This is an optimization exercise on Yosys and OpenROAD, whose aim is small area and a short achievable clock period, not a production implementation. Only simulation tests tie the RTL to the original design; equivalence was not proved.

## the reference run
==> module biriq_alu, before the edit <==
module biriq_alu (
    input  wire [31:0] a_i,
    input  wire [31:0] b_i,
    input  wire [ 6:0] op_i,
    input  wire        en_i,      
    input  wire        mts_i,
    input  wire        mtu_i,
    input  wire        eq_i,
    output wire [31:0] result_o,
    output wire [ 9:0] cpop_o
);
  wire [1:0] cls = op_i[6:5];
  wire [3:0] op = op_i[3:0];
  wire       op4 = op_i[4];
  wire c_add = en_i & (cls == 2'b00), c_sh = en_i & (cls == 2'b01);
  wire c_br = en_i & (cls == 2'b10), c_gt = en_i & (cls == 2'b11);
  wire [31:0] sh_a = a_i << op_i[1:0];
  wire [31:0] add_res;
  biriq_addsub add_inst (
      .a_i  (sh_a),
      .b_i  (b_i),
      .sub_i(op_i[2]),
      .sum_o(add_res)
  );
  wire [31:0] ext_res = op_i[1:0] == 2'b00 ? {{24{a_i[7]}}, a_i[7:0]} :
                        op_i[1:0] == 2'b01 ? {{16{a_i[15]}}, a_i[15:0]} :
                        op_i[1:0] == 2'b10 ? {16'h0000, a_i[15:0]} : 32'h00000000;
  wire        rev = op_i[6:5] == 2'b01 ? !op_i[0] : op_i[2];
  wire [31:0] a_rev;
  for (genvar i = 0; i < 32; i++) begin : g_rev
    assign a_rev[i] = rev ? a_i[31-i] : a_i[i];
  end
  wire [31:0] shift_res;
  biriq_shifter shifter_inst (
      .a_i (a_i),
      .a_rev_i(a_rev),
      .b_i (b_i),
      .op_i(op_i[4:0]),
      .c_o (shift_res)
  );
  wire mt = op[2] ? mts_i : mtu_i;
  logic k00, k01, k10, k11, hi_off;
  always_comb begin
    {k00, k01, k10, k11} = 4'b0000;
    hi_off = 1'b0;
    if (c_sh) begin
      if (!op[3]) {k01, k11} = 2'b11;
      else
        case ({op4, op[1]})
          2'b00: k10 = 1'b1;
          2'b01: begin
            {k01, k11} = 2'b11;
            hi_off = 1'b1;
          end
          2'b10: {k01, k10} = 2'b11;
          default: {k01, k10, k11} = 3'b111;
        endcase
    end else if (c_br) begin
      if (op[2:1] == 2'b11) {k10, k11} = {2{op[0]}};
      else if (op[1:0] == 2'b00) {k01, k10, k11} = {!mt, mt, 1'b1};
      else if (op[1:0] == 2'b01) {k01, k10, k11} = {mt, !mt, 1'b1};
    end else if (c_gt && !op[3])
      case (op[1:0])
        2'b00: {k10, k11} = {op[2], !op[2]};
        2'b01: {k00, k01, k10, k11} = {op[2], !op[2], 2'b11};
        2'b10: {k00, k01, k10, k11} = {op[2], !op[2], !op[2], op[2]};
        default: ;
      endcase
  end
  wire [31:0] x = op_i[6:5] == 2'b01 ? shift_res : b_i;
  wire [31:0] lut_res;
  for (genvar i = 0; i < 32; i++) begin : g_lut
    if (i == 0) begin : g0
      assign lut_res[i] = x[i] ? (a_i[i] ? k11 : k01) : (a_i[i] ? k10 : k00);
    end else begin : gn
      assign lut_res[i] = x[i] ? (a_i[i] ? k11 & !hi_off : k01 & !hi_off) : (a_i[i] ? k10 : k00);
    end
  end
  wire slt = op[0] ? !(mtu_i | eq_i) : !(mts_i | eq_i);
  wire [31:0] orc_res = {{8{|a_i[31:24]}}, {8{|a_i[23:16]}}, {8{|a_i[15:8]}}, {8{|a_i[7:0]}}};
  wire [31:0] ct_operand = a_rev;
  logic [5:0] tz;
  always_comb begin
    tz = 6'd32;
    for (integer i = 31; i >= 0; i--) if (ct_operand[i]) tz = i[5:0];
  end
  wire [31:0] rev8_res = {a_i[7:0], a_i[15:8], a_i[23:16], a_i[31:24]};
  wire [4:0] cpop_lo, cpop_hi;
  biriq_cpop16 cpop_lo_inst (
      .a_i(a_i[15:0]),
      .c_o(cpop_lo)
  );
  biriq_cpop16 cpop_hi_inst (
      .a_i(a_i[31:16]),
      .c_o(cpop_hi)
  );
  assign cpop_o = {cpop_hi, cpop_lo};
  wire s_add = c_add & !op[3];
  wire s_ext = c_add & op[3];
  wire s_slt = c_br & op[1] & !op[2];
  wire s_orc = c_gt & !op[3] & (op[1:0] == 2'b11);
  wire s_tz = c_gt & op[3] & !op[1];
  wire s_rev = c_gt & op[3] & (op[1:0] == 2'b10);
  assign result_o = lut_res | ({32{s_add}} & add_res) | ({32{s_ext}} & ext_res) |
                    {31'd0, s_slt & slt} | ({32{s_orc}} & orc_res) |
                    {26'd0, {6{s_tz}} & tz} | ({32{s_rev}} & rev8_res);
endmodule
==> module biriq_shifter, before the edit <==
module biriq_shifter (
    input  wire [31:0] a_i,
    input  wire [31:0] a_rev_i,   
    input  wire [31:0] b_i,
    input  wire [ 4:0] op_i,
    output wire [31:0] c_o
);
  wire [ 4:0] shamt = b_i[4:0];
  wire        rot = op_i[1] & !op_i[3];
  wire        fill = !op_i[3] & op_i[2] & a_i[31];
  wire [31:0] s0 = op_i[3] & !op_i[0] ? 32'h80000000 : a_rev_i;
  wire [31:0] s1 = shamt[0] ? {rot ? s0[0] : fill, s0[31:1]} : s0;
  wire [31:0] s2 = shamt[1] ? {rot ? s1[1:0] : {2{fill}}, s1[31:2]} : s1;
  wire [31:0] s3 = shamt[2] ? {rot ? s2[3:0] : {4{fill}}, s2[31:4]} : s2;
  wire [31:0] s4 = shamt[3] ? {rot ? s3[7:0] : {8{fill}}, s3[31:8]} : s3;
  wire [31:0] s5 = shamt[4] ? {rot ? s4[15:0] : {16{fill}}, s4[31:16]} : s4;
  for (genvar i = 0; i < 32; i++) begin : g_rev_b
    assign c_o[i] = !op_i[0] ? s5[31-i] : s5[i];
  end
endmodule
clock: 8.5 ns
lec_check: 0
abc_area: 1
cap_margin: 20
core_margin: 2
core_utilization: 40
setup_slack_margin: 3.5
slew_margin: 20
run.sh (not shown) runs the stock make flow with config.mk's settings and CLKGATE_MAP_FILE= SYNTH_SCRIPT=/design/flow/synth_recipe.tcl, a recipe that flattens the netlist after the stock synthesis.
Input changes introduced in the trial run (baseline for comparison: the reference run):
==> flow/design.v, changed modules only <==
module biriq_alu (
    input  wire [31:0] a_i,
    input  wire [31:0] b_i,
    input  wire [ 6:0] op_i,
    input  wire        en_i,      
    input  wire        mts_i,
    input  wire        mtu_i,
    input  wire        eq_i,
    output wire [31:0] result_o,
    output wire [ 9:0] cpop_o
);
  wire [1:0] cls = op_i[6:5];
  wire [3:0] op = op_i[3:0];
  wire       op4 = op_i[4];
  wire c_add = en_i & (cls == 2'b00), c_sh = en_i & (cls == 2'b01);
  wire c_br = en_i & (cls == 2'b10), c_gt = en_i & (cls == 2'b11);
  wire [31:0] sh_a = a_i << op_i[1:0];
  wire [31:0] add_res;
  biriq_addsub add_inst (
      .a_i  (sh_a),
      .b_i  (b_i),
      .sub_i(op_i[2]),
      .sum_o(add_res)
  );
  wire [31:0] ext_res = op_i[1:0] == 2'b00 ? {{24{a_i[7]}}, a_i[7:0]} :
                        op_i[1:0] == 2'b01 ? {{16{a_i[15]}}, a_i[15:0]} :
                        op_i[1:0] == 2'b10 ? {16'h0000, a_i[15:0]} : 32'h00000000;
  wire [31:0] shift_res;
  biriq_shifter shifter_inst (
      .a_i (a_i),
      .b_i (b_i),
      .op_i(op_i[4:0]),
      .c_o (shift_res)
  );
  wire mt = op[2] ? mts_i : mtu_i;
  logic k00, k01, k10, k11, hi_off;
  always_comb begin
    {k00, k01, k10, k11} = 4'b0000;
    hi_off = 1'b0;
    if (c_sh) begin
      if (!op[3]) {k01, k11} = 2'b11;
      else
        case ({op4, op[1]})
          2'b00: k10 = 1'b1;
          2'b01: begin
            {k01, k11} = 2'b11;
            hi_off = 1'b1;
          end
          2'b10: {k01, k10} = 2'b11;
          default: {k01, k10, k11} = 3'b111;
        endcase
    end else if (c_br) begin
      if (op[2:1] == 2'b11) {k10, k11} = {2{op[0]}};
      else if (op[1:0] == 2'b00) {k01, k10, k11} = {!mt, mt, 1'b1};
      else if (op[1:0] == 2'b01) {k01, k10, k11} = {mt, !mt, 1'b1};
    end else if (c_gt && !op[3])
      case (op[1:0])
        2'b00: {k10, k11} = {op[2], !op[2]};
        2'b01: {k00, k01, k10, k11} = {op[2], !op[2], 2'b11};
        2'b10: {k00, k01, k10, k11} = {op[2], !op[2], !op[2], op[2]};
        default: ;
      endcase
  end
  wire [31:0] x = op_i[6:5] == 2'b01 ? shift_res : b_i;
  wire [31:0] lut_res;
  for (genvar i = 0; i < 32; i++) begin : g_lut
    if (i == 0) begin : g0
      assign lut_res[i] = x[i] ? (a_i[i] ? k11 : k01) : (a_i[i] ? k10 : k00);
    end else begin : gn
      assign lut_res[i] = x[i] ? (a_i[i] ? k11 & !hi_off : k01 & !hi_off) : (a_i[i] ? k10 : k00);
    end
  end
  wire slt = op[0] ? !(mtu_i | eq_i) : !(mts_i | eq_i);
  wire [31:0] orc_res = {{8{|a_i[31:24]}}, {8{|a_i[23:16]}}, {8{|a_i[15:8]}}, {8{|a_i[7:0]}}};
  wire [31:0] ct_operand;
  for (genvar i = 0; i < 32; i++) begin : g_ct
    assign ct_operand[i] = op[2] ? a_i[31-i] : a_i[i];
  end
  logic [5:0] tz;
  always_comb begin
    tz = 6'd32;
    for (integer i = 31; i >= 0; i--) if (ct_operand[i]) tz = i[5:0];
  end
  wire [31:0] rev8_res = {a_i[7:0], a_i[15:8], a_i[23:16], a_i[31:24]};
  wire [4:0] cpop_lo, cpop_hi;
  biriq_cpop16 cpop_lo_inst (
      .a_i(a_i[15:0]),
      .c_o(cpop_lo)
  );
  biriq_cpop16 cpop_hi_inst (
      .a_i(a_i[31:16]),
      .c_o(cpop_hi)
  );
  assign cpop_o = {cpop_hi, cpop_lo};
  wire s_add = c_add & !op[3];
  wire s_ext = c_add & op[3];
  wire s_slt = c_br & op[1] & !op[2];
  wire s_orc = c_gt & !op[3] & (op[1:0] == 2'b11);
  wire s_tz = c_gt & op[3] & !op[1];
  wire s_rev = c_gt & op[3] & (op[1:0] == 2'b10);
  assign result_o = lut_res | ({32{s_add}} & add_res) | ({32{s_ext}} & ext_res) |
                    {31'd0, s_slt & slt} | ({32{s_orc}} & orc_res) |
                    {26'd0, {6{s_tz}} & tz} | ({32{s_rev}} & rev8_res);
endmodule
module biriq_shifter (
    input  wire [31:0] a_i,
    input  wire [31:0] b_i,
    input  wire [ 4:0] op_i,
    output wire [31:0] c_o
);
  wire [ 4:0] shamt = b_i[4:0];
  wire [31:0] operand_1 = op_i[3] & !op_i[0] ? 32'b1 : a_i;
  wire        rot = op_i[1] & !op_i[3];
  wire        fill = !op_i[3] & op_i[2] & a_i[31];
  wire [31:0] s0;
  for (genvar i = 0; i < 32; i++) begin : g_rev
    assign s0[i] = !op_i[0] ? operand_1[31-i] : operand_1[i];
  end
  wire [31:0] s1 = shamt[0] ? {rot ? s0[0] : fill, s0[31:1]} : s0;
  wire [31:0] s2 = shamt[1] ? {rot ? s1[1:0] : {2{fill}}, s1[31:2]} : s1;
  wire [31:0] s3 = shamt[2] ? {rot ? s2[3:0] : {4{fill}}, s2[31:4]} : s2;
  wire [31:0] s4 = shamt[3] ? {rot ? s3[7:0] : {8{fill}}, s3[31:8]} : s3;
  wire [31:0] s5 = shamt[4] ? {rot ? s4[15:0] : {16{fill}}, s4[31:16]} : s4;
  for (genvar i = 0; i < 32; i++) begin : g_rev_b
    assign c_o[i] = !op_i[0] ? s5[31-i] : s5[i];
  end
endmodule
Notes after the runs:
- Against the reference run, the trial run comes in 6.8 points lower on synthesis-to-finish area growth.
- Buffers inserted during post-CTS setup optimization down 28% in the trial run wrt the reference run
- Comparing the reference run and the trial run, global router's overall resource usage is lower on the reference run.
- Changes observed in the trial run relative to the reference run: worst slew slack as a fraction of its limit shrank by 11 points; non-filler instance count after layout picked up an extra 53.

## port drivers added, routing unchanged
The results above use ideal ports. As a check the final layouts listed here were re-extracted and re-timed, cells and wires unchanged.
Step 1, drivers: a clkbuf_16 drives core_clock_i and a buf_2 each remaining input, both assumed.
Step 2 also shifts input and output timing later by t, the mid clock arrival at the registers, as if the neighbouring blocks saw the same clock.
a / b / c = ideal / step 1 / step 2; a / b = the first two.
run	t, ns	setup slack, ns	latest minus earliest clock arrival (ns)
the reference run	0.586	3.373 / 3.224 / 2.638	0.008 / 0.008
the trial run	0.603	3.461 / 3.339 / 2.736	0.016 / 0.016
After both steps every run listed still meets setup and hold. For the reference run, which loses most, drivers alone change the setup slack by -0.149 ns; drivers and shift together by -0.735 ns.
